What follows belongs to an exercise in optimizing a design on an open flow for small area; a production flow would make more cautious choices.
The RTL was checked by simulation tests, not by an equivalence proof against the original design.
Power figures rest on the tool's default switching activity, not on a simulated workload.

==> v37: inputs <==
Design ldiv, start of the top module:
module ldiv #
  (
   parameter 	NUMERATOR_WIDTH = 32,
   parameter 	DENOMINATOR_WIDTH = 32,
   parameter 	QUOTIENT_WIDTH = 32
   )
   (
    input 				      clk,
    input 				      reset,
    input signed [NUMERATOR_WIDTH - 1:0]      numerator_in,
    input [DENOMINATOR_WIDTH - 1:0] 	      denominator_in,
    input 				      valid_in,
    output signed [QUOTIENT_WIDTH - 1:0]      quotient_out,
    output signed [NUMERATOR_WIDTH - 1:0]     remainder_out,
    output 				      valid_out,
    output signed [NUMERATOR_WIDTH - 1 + 1:0] numerator_out,
    output [DENOMINATOR_WIDTH - 1:0] 	      denominator_out
    );
clock: 7.0 ns
lec_check: 0
cap_margin: 20
core_margin: 2
core_utilization: 60
cts_buf_list: sky130_fd_sc_hd__clkbuf_16
cts_cluster_diameter: 120
cts_cluster_size: 30
place_density: 0.75
slew_margin: 20
synth_hierarchical: 1
standard.sh (not shown) runs the stock make flow with config.mk's settings and CLKGATE_MAP_FILE= SYNTH_SCRIPT=/design/flow/synth_recipe.tcl, a recipe that flattens the netlist after the stock synthesis.
==> flow/flow/run.sh <==
#!/bin/bash
set -euo pipefail
bash standard.sh finish "BUFFER_PORTS_ARGS=-buffer_cell sky130_fd_sc_hd__buf_2" > standard.log 2>&1
==> inputs of v3, as changes to v37 <==
--- a/flow/design.v
+++ b/flow/design.v
@@ -14,18 +14,95 @@
     output signed [NUMERATOR_WIDTH - 1:0]     remainder_out,
     output 				      valid_out,
     output signed [NUMERATOR_WIDTH - 1 + 1:0] numerator_out,
     output [DENOMINATOR_WIDTH - 1:0] 	      denominator_out
     );
    wire [31:0] n0 = numerator_in;
    wire [31:0] d0 = denominator_in;
    wire v0 = valid_in;
-   wire [4:0] q5, r5;
-   ldiv_rows_1_5 u_rows_1 (.n(n0), .d(d0), .qo(q5), .ro(r5));
+   wire [0:0] t1 = {n0[30] ^ n0[31]};
+   wire [0:0] b1_g = ~t1 & d0[0:0];
+   wire [0:0] b1_p = ~t1 | d0[0:0];
+   wire [1:0] b1;
+   assign b1[0] = 1'b0;
+   assign b1[1] = b1_g[0];
+   wire g1 = ~b1[1] & ~(|d0[31:1]);
+   wire [0:0] r1 = t1 ^ ({1{g1}} & (d0[0:0] ^ b1[0:0]));
+   wire [0:0] q1 = g1;
+   wire [1:0] t2 = {r1, n0[29] ^ n0[31]};
+   wire [1:0] b2_g = ~t2 & d0[1:0];
+   wire [1:0] b2_p = ~t2 | d0[1:0];
+   wire b2_G0 = b2_g[1] | (b2_p[1] & b2_g[0]);
+   wire b2_P0 = b2_p[1] & b2_p[0];
+   wire [2:0] b2;
+   assign b2[0] = 1'b0;
+   assign b2[1] = b2_g[0];
+   assign b2[2] = b2_G0;
+   wire g2 = ~b2[2] & ~(|d0[31:2]);
+   wire [1:0] r2 = t2 ^ ({2{g2}} & (d0[1:0] ^ b2[1:0]));
+   wire [1:0] q2 = {q1, g2};
+   wire [2:0] t3 = {r2, n0[28] ^ n0[31]};
+   wire [2:0] b3_g = ~t3 & d0[2:0];
+   wire [2:0] b3_p = ~t3 | d0[2:0];
+   wire b3_G0 = b3_g[1] | (b3_p[1] & b3_g[0]);
+   wire b3_P0 = b3_p[1] & b3_p[0];
+   wire b3_G1 = b3_g[2] | (b3_p[2] & b3_G0);
+   wire b3_P1 = b3_p[2] & b3_P0;
+   wire [3:0] b3;
+   assign b3[0] = 1'b0;
+   assign b3[1] = b3_g[0];
+   assign b3[2] = b3_G0;
+   assign b3[3] = b3_G1;
+   wire g3 = ~b3[3] & ~(|d0[31:3]);
+   wire [2:0] r3 = t3 ^ ({3{g3}} & (d0[2:0] ^ b3[2:0]));
+   wire [2:0] q3 = {q2, g3};
+   wire [3:0] t4 = {r3, n0[27] ^ n0[31]};
+   wire [3:0] b4_g = ~t4 & d0[3:0];
+   wire [3:0] b4_p = ~t4 | d0[3:0];
+   wire b4_G0 = b4_g[1] | (b4_p[1] & b4_g[0]);
+   wire b4_P0 = b4_p[1] & b4_p[0];
+   wire b4_G1 = b4_g[3] | (b4_p[3] & b4_g[2]);
+   wire b4_P1 = b4_p[3] & b4_p[2];
+   wire b4_G2 = b4_g[2] | (b4_p[2] & b4_G0);
+   wire b4_P2 = b4_p[2] & b4_P0;
+   wire b4_G3 = b4_G1 | (b4_P1 & b4_G0);
+   wire b4_P3 = b4_P1 & b4_P0;
+   wire [4:0] b4;
+   assign b4[0] = 1'b0;
+   assign b4[1] = b4_g[0];
+   assign b4[2] = b4_G0;
+   assign b4[3] = b4_G2;
+   assign b4[4] = b4_G3;
+   wire g4 = ~b4[4] & ~(|d0[31:4]);
+   wire [3:0] r4 = t4 ^ ({4{g4}} & (d0[3:0] ^ b4[3:0]));
+   wire [3:0] q4 = {q3, g4};
+   wire [4:0] t5 = {r4, n0[26] ^ n0[31]};
+   wire [4:0] b5_g = ~t5 & d0[4:0];
+   wire [4:0] b5_p = ~t5 | d0[4:0];
+   wire b5_G0 = b5_g[1] | (b5_p[1] & b5_g[0]);
+   wire b5_P0 = b5_p[1] & b5_p[0];
+   wire b5_G1 = b5_g[3] | (b5_p[3] & b5_g[2]);
+   wire b5_P1 = b5_p[3] & b5_p[2];
+   wire b5_G2 = b5_g[2] | (b5_p[2] & b5_G0);
+   wire b5_P2 = b5_p[2] & b5_P0;
+   wire b5_G3 = b5_G1 | (b5_P1 & b5_G0);
+   wire b5_P3 = b5_P1 & b5_P0;
+   wire b5_G4 = b5_g[4] | (b5_p[4] & b5_G3);
+   wire b5_P4 = b5_p[4] & b5_P3;
+   wire [5:0] b5;
+   assign b5[0] = 1'b0;
+   assign b5[1] = b5_g[0];
+   assign b5[2] = b5_G0;
+   assign b5[3] = b5_G2;
+   assign b5[4] = b5_G3;
+   assign b5[5] = b5_G4;
+   wire g5 = ~b5[5] & ~(|d0[31:5]);
+   wire [4:0] r5 = t5 ^ ({5{g5}} & (d0[4:0] ^ b5[4:0]));
+   wire [4:0] q5 = {q4, g5};
    reg [31:0] n1;
    reg [31:0] d1;
    reg v1;
    reg [4:0] Q1;
    reg [4:0] R1;
    always @(posedge clk) begin
       n1 <= n0;
       d1 <= d0;
@@ -2140,99 +2217,16 @@
    wire [31:0] nq = Qx ^ qo;    
    wire sel = eqr | Qx[0];
    assign quotient_out = s ? {sel ? ~Qx[31:1] : nq[31:1], Qx[0] ^ eqr} : Qx;
    assign remainder_out = s ? (eqr ? 32'd0 : ~Rx) : Rx;
    assign numerator_out = {n12[31], n12};
    assign denominator_out = d12;
    assign valid_out = v12;
 endmodule
-module ldiv_rows_1_5 (input [31:0] n, input [31:0] d, output [4:0] qo, output [4:0] ro);
-   wire [0:0] t1 = {n[30] ^ n[31]};
-   wire [0:0] b1_g = ~t1 & d[0:0];
-   wire [0:0] b1_p = ~t1 | d[0:0];
-   wire [1:0] b1;
-   assign b1[0] = 1'b0;
-   assign b1[1] = b1_g[0];
-   wire g1 = ~b1[1] & ~(|d[31:1]);
-   wire [0:0] r1 = t1 ^ ({1{g1}} & (d[0:0] ^ b1[0:0]));
-   wire [0:0] q1 = g1;
-   wire [1:0] t2 = {r1, n[29] ^ n[31]};
-   wire [1:0] b2_g = ~t2 & d[1:0];
-   wire [1:0] b2_p = ~t2 | d[1:0];
-   wire b2_G0 = b2_g[1] | (b2_p[1] & b2_g[0]);
-   wire b2_P0 = b2_p[1] & b2_p[0];
-   wire [2:0] b2;
-   assign b2[0] = 1'b0;
-   assign b2[1] = b2_g[0];
-   assign b2[2] = b2_G0;
-   wire g2 = ~b2[2] & ~(|d[31:2]);
-   wire [1:0] r2 = t2 ^ ({2{g2}} & (d[1:0] ^ b2[1:0]));
-   wire [1:0] q2 = {q1, g2};
-   wire [2:0] t3 = {r2, n[28] ^ n[31]};
-   wire [2:0] b3_g = ~t3 & d[2:0];
-   wire [2:0] b3_p = ~t3 | d[2:0];
-   wire b3_G0 = b3_g[1] | (b3_p[1] & b3_g[0]);
-   wire b3_P0 = b3_p[1] & b3_p[0];
-   wire b3_G1 = b3_g[2] | (b3_p[2] & b3_G0);
-   wire b3_P1 = b3_p[2] & b3_P0;
-   wire [3:0] b3;
-   assign b3[0] = 1'b0;
-   assign b3[1] = b3_g[0];
-   assign b3[2] = b3_G0;
-   assign b3[3] = b3_G1;
-   wire g3 = ~b3[3] & ~(|d[31:3]);
-   wire [2:0] r3 = t3 ^ ({3{g3}} & (d[2:0] ^ b3[2:0]));
-   wire [2:0] q3 = {q2, g3};
-   wire [3:0] t4 = {r3, n[27] ^ n[31]};
-   wire [3:0] b4_g = ~t4 & d[3:0];
-   wire [3:0] b4_p = ~t4 | d[3:0];
-   wire b4_G0 = b4_g[1] | (b4_p[1] & b4_g[0]);
-   wire b4_P0 = b4_p[1] & b4_p[0];
-   wire b4_G1 = b4_g[3] | (b4_p[3] & b4_g[2]);
-   wire b4_P1 = b4_p[3] & b4_p[2];
-   wire b4_G2 = b4_g[2] | (b4_p[2] & b4_G0);
-   wire b4_P2 = b4_p[2] & b4_P0;
-   wire b4_G3 = b4_G1 | (b4_P1 & b4_G0);
-   wire b4_P3 = b4_P1 & b4_P0;
-   wire [4:0] b4;
-   assign b4[0] = 1'b0;
-   assign b4[1] = b4_g[0];
-   assign b4[2] = b4_G0;
-   assign b4[3] = b4_G2;
-   assign b4[4] = b4_G3;
-   wire g4 = ~b4[4] & ~(|d[31:4]);
-   wire [3:0] r4 = t4 ^ ({4{g4}} & (d[3:0] ^ b4[3:0]));
-   wire [3:0] q4 = {q3, g4};
-   wire [4:0] t5 = {r4, n[26] ^ n[31]};
-   wire [4:0] b5_g = ~t5 & d[4:0];
-   wire [4:0] b5_p = ~t5 | d[4:0];
-   wire b5_G0 = b5_g[1] | (b5_p[1] & b5_g[0]);
-   wire b5_P0 = b5_p[1] & b5_p[0];
-   wire b5_G1 = b5_g[3] | (b5_p[3] & b5_g[2]);
-   wire b5_P1 = b5_p[3] & b5_p[2];
-   wire b5_G2 = b5_g[2] | (b5_p[2] & b5_G0);
-   wire b5_P2 = b5_p[2] & b5_P0;
-   wire b5_G3 = b5_G1 | (b5_P1 & b5_G0);
-   wire b5_P3 = b5_P1 & b5_P0;
-   wire b5_G4 = b5_g[4] | (b5_p[4] & b5_G3);
-   wire b5_P4 = b5_p[4] & b5_P3;
-   wire [5:0] b5;
-   assign b5[0] = 1'b0;
-   assign b5[1] = b5_g[0];
-   assign b5[2] = b5_G0;
-   assign b5[3] = b5_G2;
-   assign b5[4] = b5_G3;
-   assign b5[5] = b5_G4;
-   wire g5 = ~b5[5] & ~(|d[31:5]);
-   wire [4:0] r5 = t5 ^ ({5{g5}} & (d[4:0] ^ b5[4:0]));
-   wire [4:0] q5 = {q4, g5};
-   assign qo = q5;
-   assign ro = r5;
-endmodule
 module ldiv_group_0 (input [31:0] n_2, input [31:0] d_2, input [4:0] qi_2, input [4:0] ri_2, output [7:0] qo_2, output [7:0] ro_2, input [31:0] n_3, input [31:0] d_3, input [7:0] qi_3, input [7:0] ri_3, output [10:0] qo_3, output [10:0] ro_3, input [31:0] n_4, input [31:0] d_4, input [10:0] qi_4, input [10:0] ri_4, output [13:0] qo_4, output [13:0] ro_4, input [31:0] n_5, input [31:0] d_5, input [13:0] qi_5, input [13:0] ri_5, output [16:0] qo_5, output [16:0] ro_5);
    wire [5:0] t6 = {ri_2, n_2[25] ^ n_2[31]};
    wire [5:0] b6_g = ~t6 & d_2[5:0];
    wire [5:0] b6_p = ~t6 | d_2[5:0];
    wire b6_G0 = b6_g[1] | (b6_p[1] & b6_g[0]);
    wire b6_P0 = b6_p[1] & b6_p[0];
    wire b6_G1 = b6_g[3] | (b6_p[3] & b6_g[2]);
    wire b6_P1 = b6_p[3] & b6_p[2];
==> flow/flow/run.sh (replaced) <==
#!/bin/bash
set -euo pipefail
bash standard.sh finish "BUFFER_PORTS_ARGS=-buffer_cell sky130_fd_sc_hd__buf_1" > standard.log 2>&1
==> inputs of v10, as changes to v37 <==
--- a/flow/design.v
+++ b/flow/design.v
@@ -14,18 +14,95 @@
     output signed [NUMERATOR_WIDTH - 1:0]     remainder_out,
     output 				      valid_out,
     output signed [NUMERATOR_WIDTH - 1 + 1:0] numerator_out,
     output [DENOMINATOR_WIDTH - 1:0] 	      denominator_out
     );
    wire [31:0] n0 = numerator_in;
    wire [31:0] d0 = denominator_in;
    wire v0 = valid_in;
-   wire [4:0] q5, r5;
-   ldiv_rows_1_5 u_rows_1 (.n(n0), .d(d0), .qo(q5), .ro(r5));
+   wire [0:0] t1 = {n0[30] ^ n0[31]};
+   wire [0:0] b1_g = ~t1 & d0[0:0];
+   wire [0:0] b1_p = ~t1 | d0[0:0];
+   wire [1:0] b1;
+   assign b1[0] = 1'b0;
+   assign b1[1] = b1_g[0];
+   wire g1 = ~b1[1] & ~(|d0[31:1]);
+   wire [0:0] r1 = t1 ^ ({1{g1}} & (d0[0:0] ^ b1[0:0]));
+   wire [0:0] q1 = g1;
+   wire [1:0] t2 = {r1, n0[29] ^ n0[31]};
+   wire [1:0] b2_g = ~t2 & d0[1:0];
+   wire [1:0] b2_p = ~t2 | d0[1:0];
+   wire b2_G0 = b2_g[1] | (b2_p[1] & b2_g[0]);
+   wire b2_P0 = b2_p[1] & b2_p[0];
+   wire [2:0] b2;
+   assign b2[0] = 1'b0;
+   assign b2[1] = b2_g[0];
+   assign b2[2] = b2_G0;
+   wire g2 = ~b2[2] & ~(|d0[31:2]);
+   wire [1:0] r2 = t2 ^ ({2{g2}} & (d0[1:0] ^ b2[1:0]));
+   wire [1:0] q2 = {q1, g2};
+   wire [2:0] t3 = {r2, n0[28] ^ n0[31]};
+   wire [2:0] b3_g = ~t3 & d0[2:0];
+   wire [2:0] b3_p = ~t3 | d0[2:0];
+   wire b3_G0 = b3_g[1] | (b3_p[1] & b3_g[0]);
+   wire b3_P0 = b3_p[1] & b3_p[0];
+   wire b3_G1 = b3_g[2] | (b3_p[2] & b3_G0);
+   wire b3_P1 = b3_p[2] & b3_P0;
+   wire [3:0] b3;
+   assign b3[0] = 1'b0;
+   assign b3[1] = b3_g[0];
+   assign b3[2] = b3_G0;
+   assign b3[3] = b3_G1;
+   wire g3 = ~b3[3] & ~(|d0[31:3]);
+   wire [2:0] r3 = t3 ^ ({3{g3}} & (d0[2:0] ^ b3[2:0]));
+   wire [2:0] q3 = {q2, g3};
+   wire [3:0] t4 = {r3, n0[27] ^ n0[31]};
+   wire [3:0] b4_g = ~t4 & d0[3:0];
+   wire [3:0] b4_p = ~t4 | d0[3:0];
+   wire b4_G0 = b4_g[1] | (b4_p[1] & b4_g[0]);
+   wire b4_P0 = b4_p[1] & b4_p[0];
+   wire b4_G1 = b4_g[3] | (b4_p[3] & b4_g[2]);
+   wire b4_P1 = b4_p[3] & b4_p[2];
+   wire b4_G2 = b4_g[2] | (b4_p[2] & b4_G0);
+   wire b4_P2 = b4_p[2] & b4_P0;
+   wire b4_G3 = b4_G1 | (b4_P1 & b4_G0);
+   wire b4_P3 = b4_P1 & b4_P0;
+   wire [4:0] b4;
+   assign b4[0] = 1'b0;
+   assign b4[1] = b4_g[0];
+   assign b4[2] = b4_G0;
+   assign b4[3] = b4_G2;
+   assign b4[4] = b4_G3;
+   wire g4 = ~b4[4] & ~(|d0[31:4]);
+   wire [3:0] r4 = t4 ^ ({4{g4}} & (d0[3:0] ^ b4[3:0]));
+   wire [3:0] q4 = {q3, g4};
+   wire [4:0] t5 = {r4, n0[26] ^ n0[31]};
+   wire [4:0] b5_g = ~t5 & d0[4:0];
+   wire [4:0] b5_p = ~t5 | d0[4:0];
+   wire b5_G0 = b5_g[1] | (b5_p[1] & b5_g[0]);
+   wire b5_P0 = b5_p[1] & b5_p[0];
+   wire b5_G1 = b5_g[3] | (b5_p[3] & b5_g[2]);
+   wire b5_P1 = b5_p[3] & b5_p[2];
+   wire b5_G2 = b5_g[2] | (b5_p[2] & b5_G0);
+   wire b5_P2 = b5_p[2] & b5_P0;
+   wire b5_G3 = b5_G1 | (b5_P1 & b5_G0);
+   wire b5_P3 = b5_P1 & b5_P0;
+   wire b5_G4 = b5_g[4] | (b5_p[4] & b5_G3);
+   wire b5_P4 = b5_p[4] & b5_P3;
+   wire [5:0] b5;
+   assign b5[0] = 1'b0;
+   assign b5[1] = b5_g[0];
+   assign b5[2] = b5_G0;
+   assign b5[3] = b5_G2;
+   assign b5[4] = b5_G3;
+   assign b5[5] = b5_G4;
+   wire g5 = ~b5[5] & ~(|d0[31:5]);
+   wire [4:0] r5 = t5 ^ ({5{g5}} & (d0[4:0] ^ b5[4:0]));
+   wire [4:0] q5 = {q4, g5};
    reg [31:0] n1;
    reg [31:0] d1;
    reg v1;
    reg [4:0] Q1;
    reg [4:0] R1;
    always @(posedge clk) begin
       n1 <= n0;
       d1 <= d0;
@@ -2140,99 +2217,16 @@
    wire [31:0] nq = Qx ^ qo;    
    wire sel = eqr | Qx[0];
    assign quotient_out = s ? {sel ? ~Qx[31:1] : nq[31:1], Qx[0] ^ eqr} : Qx;
    assign remainder_out = s ? (eqr ? 32'd0 : ~Rx) : Rx;
    assign numerator_out = {n12[31], n12};
    assign denominator_out = d12;
    assign valid_out = v12;
 endmodule
-module ldiv_rows_1_5 (input [31:0] n, input [31:0] d, output [4:0] qo, output [4:0] ro);
-   wire [0:0] t1 = {n[30] ^ n[31]};
-   wire [0:0] b1_g = ~t1 & d[0:0];
-   wire [0:0] b1_p = ~t1 | d[0:0];
-   wire [1:0] b1;
-   assign b1[0] = 1'b0;
-   assign b1[1] = b1_g[0];
-   wire g1 = ~b1[1] & ~(|d[31:1]);
-   wire [0:0] r1 = t1 ^ ({1{g1}} & (d[0:0] ^ b1[0:0]));
-   wire [0:0] q1 = g1;
-   wire [1:0] t2 = {r1, n[29] ^ n[31]};
-   wire [1:0] b2_g = ~t2 & d[1:0];
-   wire [1:0] b2_p = ~t2 | d[1:0];
-   wire b2_G0 = b2_g[1] | (b2_p[1] & b2_g[0]);
-   wire b2_P0 = b2_p[1] & b2_p[0];
-   wire [2:0] b2;
-   assign b2[0] = 1'b0;
-   assign b2[1] = b2_g[0];
-   assign b2[2] = b2_G0;
-   wire g2 = ~b2[2] & ~(|d[31:2]);
-   wire [1:0] r2 = t2 ^ ({2{g2}} & (d[1:0] ^ b2[1:0]));
-   wire [1:0] q2 = {q1, g2};
-   wire [2:0] t3 = {r2, n[28] ^ n[31]};
-   wire [2:0] b3_g = ~t3 & d[2:0];
-   wire [2:0] b3_p = ~t3 | d[2:0];
-   wire b3_G0 = b3_g[1] | (b3_p[1] & b3_g[0]);
-   wire b3_P0 = b3_p[1] & b3_p[0];
-   wire b3_G1 = b3_g[2] | (b3_p[2] & b3_G0);
-   wire b3_P1 = b3_p[2] & b3_P0;
-   wire [3:0] b3;
-   assign b3[0] = 1'b0;
-   assign b3[1] = b3_g[0];
-   assign b3[2] = b3_G0;
-   assign b3[3] = b3_G1;
-   wire g3 = ~b3[3] & ~(|d[31:3]);
-   wire [2:0] r3 = t3 ^ ({3{g3}} & (d[2:0] ^ b3[2:0]));
-   wire [2:0] q3 = {q2, g3};
-   wire [3:0] t4 = {r3, n[27] ^ n[31]};
-   wire [3:0] b4_g = ~t4 & d[3:0];
-   wire [3:0] b4_p = ~t4 | d[3:0];
-   wire b4_G0 = b4_g[1] | (b4_p[1] & b4_g[0]);
-   wire b4_P0 = b4_p[1] & b4_p[0];
-   wire b4_G1 = b4_g[3] | (b4_p[3] & b4_g[2]);
-   wire b4_P1 = b4_p[3] & b4_p[2];
-   wire b4_G2 = b4_g[2] | (b4_p[2] & b4_G0);
-   wire b4_P2 = b4_p[2] & b4_P0;
-   wire b4_G3 = b4_G1 | (b4_P1 & b4_G0);
-   wire b4_P3 = b4_P1 & b4_P0;
-   wire [4:0] b4;
-   assign b4[0] = 1'b0;
-   assign b4[1] = b4_g[0];
-   assign b4[2] = b4_G0;
-   assign b4[3] = b4_G2;
-   assign b4[4] = b4_G3;
-   wire g4 = ~b4[4] & ~(|d[31:4]);
-   wire [3:0] r4 = t4 ^ ({4{g4}} & (d[3:0] ^ b4[3:0]));
-   wire [3:0] q4 = {q3, g4};
-   wire [4:0] t5 = {r4, n[26] ^ n[31]};
-   wire [4:0] b5_g = ~t5 & d[4:0];
-   wire [4:0] b5_p = ~t5 | d[4:0];
-   wire b5_G0 = b5_g[1] | (b5_p[1] & b5_g[0]);
-   wire b5_P0 = b5_p[1] & b5_p[0];
-   wire b5_G1 = b5_g[3] | (b5_p[3] & b5_g[2]);
-   wire b5_P1 = b5_p[3] & b5_p[2];
-   wire b5_G2 = b5_g[2] | (b5_p[2] & b5_G0);
-   wire b5_P2 = b5_p[2] & b5_P0;
-   wire b5_G3 = b5_G1 | (b5_P1 & b5_G0);
-   wire b5_P3 = b5_P1 & b5_P0;
-   wire b5_G4 = b5_g[4] | (b5_p[4] & b5_G3);
-   wire b5_P4 = b5_p[4] & b5_P3;
-   wire [5:0] b5;
-   assign b5[0] = 1'b0;
-   assign b5[1] = b5_g[0];
-   assign b5[2] = b5_G0;
-   assign b5[3] = b5_G2;
-   assign b5[4] = b5_G3;
-   assign b5[5] = b5_G4;
-   wire g5 = ~b5[5] & ~(|d[31:5]);
-   wire [4:0] r5 = t5 ^ ({5{g5}} & (d[4:0] ^ b5[4:0]));
-   wire [4:0] q5 = {q4, g5};
-   assign qo = q5;
-   assign ro = r5;
-endmodule
 module ldiv_group_0 (input [31:0] n_2, input [31:0] d_2, input [4:0] qi_2, input [4:0] ri_2, output [7:0] qo_2, output [7:0] ro_2, input [31:0] n_3, input [31:0] d_3, input [7:0] qi_3, input [7:0] ri_3, output [10:0] qo_3, output [10:0] ro_3, input [31:0] n_4, input [31:0] d_4, input [10:0] qi_4, input [10:0] ri_4, output [13:0] qo_4, output [13:0] ro_4, input [31:0] n_5, input [31:0] d_5, input [13:0] qi_5, input [13:0] ri_5, output [16:0] qo_5, output [16:0] ro_5);
    wire [5:0] t6 = {ri_2, n_2[25] ^ n_2[31]};
    wire [5:0] b6_g = ~t6 & d_2[5:0];
    wire [5:0] b6_p = ~t6 | d_2[5:0];
    wire b6_G0 = b6_g[1] | (b6_p[1] & b6_g[0]);
    wire b6_P0 = b6_p[1] & b6_p[0];
    wire b6_G1 = b6_g[3] | (b6_p[3] & b6_g[2]);
    wire b6_P1 = b6_p[3] & b6_p[2];
Settings changed: CTS_CLUSTER_DIAMETER 120 to 110, CTS_CLUSTER_SIZE 30 to 34.
==> inputs of v16, as changes to v37 <==
==> flow/flow/run.sh (replaced) <==
#!/bin/bash
set -euo pipefail
bash standard.sh finish "BUFFER_PORTS_ARGS=-buffer_cell sky130_fd_sc_hd__buf_1" > standard.log 2>&1
==> summary.txt <==
Detailed routing
• **routed via count** 44,750

Pwr
• **portion of total power attributed to combinational logic** 29.9%
• **cell leakage power** 23.8 nW
• **post-layout power** 16.4 mW
• **sequential cell fraction of total power** 49.6%

Hold path
• **min-delay src** n10[23]

Setup path
• **worst path arrival time** 7270 ps
• **capture point of the worst path** R5[1]
• **R2R depth** 27
• **Slowest cell on crit path** or3_1
• **r2r setup slk** 320 ps

STA
• **final worst-path setup slack** 319 ps
• **slew at the pin closest to its max-slew limit** 1020 ps
• **final worst hold slack** 310 ps

Layout
• **Storage cell area** 0.0249 mm^2
• **leading cell types in the layout, fill and taps excluded** 1,235 x dfxtp_1, 670 x xnor2_1, 496 x nand2_1
• **fraction of layout instances using a drive strength above 1** 11.0%
• **multi-input logic portion of the cell area** 49.8%

Synth
• **Compound-Gate Fraction of Synth Area** 16.5%
• **adder-cell share of the synthesized area** 4.03%

Status
• **status** timing/DRC/antenna clean

-- figures above: v37

==> summary.txt <==
Detailed routing
• **DRT antenna net count** 1

STA
• **final worst-path setup slack** 246 ps

Setup path
• **Slowest cell on crit path** or3_1

Layout
• **fraction of layout instances using a drive strength above 1** 8.88%
• **Storage cell area** 0.0249 mm^2

Status
• **status** complete, but fails checks
• **reasons for failing layout checks** antenna violations

Pwr
• **post-layout power** 15.7 mW
• **portion of total power attributed to combinational logic** 27.1%
• **cell leakage power** 23.4 nW

Synth
• **Compound-Gate Fraction of Synth Area** 15.8%

Hold path
• **min-delay src** Q5[12]

-- figures above: v3

==> summary.txt <==
Layout
• **fraction of layout instances using a drive strength above 1** 11.7%

Pwr
• **sequential cell fraction of total power** 51.3%
• **cell leakage power** 23.8 nW

Setup path
• **worst path arrival time** 7340 ps
• **R2R depth** 25

Status
• **status** timing/DRC/antenna clean

STA
• **final worst-path setup slack** 243 ps
• **final worst hold slack** 327 ps

Detailed routing
• **routed via count** 44,536

Hold path
• **min-delay src** Q9[7]

-- figures above: v10

==> summary.txt <==
Setup path
• **R2R depth** 26
• **capture point of the worst path** R4[1]
• **r2r setup slk** 360 ps
• **Slowest cell on crit path** a211oi_1

Status
• **status** timing/DRC/antenna clean

STA
• **slew at the pin closest to its max-slew limit** 1020 ps
• **final worst hold slack** 316 ps

Pwr
• **post-layout power** 16.4 mW
• **sequential cell fraction of total power** 49.7%
• **cell leakage power** 23.2 nW

Hold path
• **min-delay src** n3[28]

Layout
• **multi-input logic portion of the cell area** 49.9%
• **fraction of layout instances using a drive strength above 1** 7.78%

-- figures above: v16

==> what the ideal ports hide <==
How much do the figures lean on ideal ports? The routed layouts below were timed once more, with nothing changed but the port constraints. Step 1, drivers: a clkbuf_16 drives clk and a buf_2 each remaining input, both assumed. Step 2 also shifts input and output timing later by t, the mid clock arrival at the registers, as if the neighbouring blocks saw the same clock. Three values: no drivers, after step 1, after step 2; two values: the first two.
run	shift t [ns]	slack for setup (ns)	hold slack, ns	worst data-port slew with drivers (ns)
v37	0.758	0.319 / 0.319 / 0.319	0.310 / 0.310 / 0.310	0.07
v3	0.748	0.246 / 0.246 / -0.220	0.310 / 0.310 / 0.310	0.05
v10	0.748	0.243 / 0.243 / -0.367	0.327 / 0.327 / 0.327	0.04
v16	0.759	0.361 / 0.361 / 0.361	0.316 / 0.316 / 0.316	0.05
For v10, which loses most, drivers alone change the setup slack by 0.000 ns; drivers and shift together by -0.610 ns.
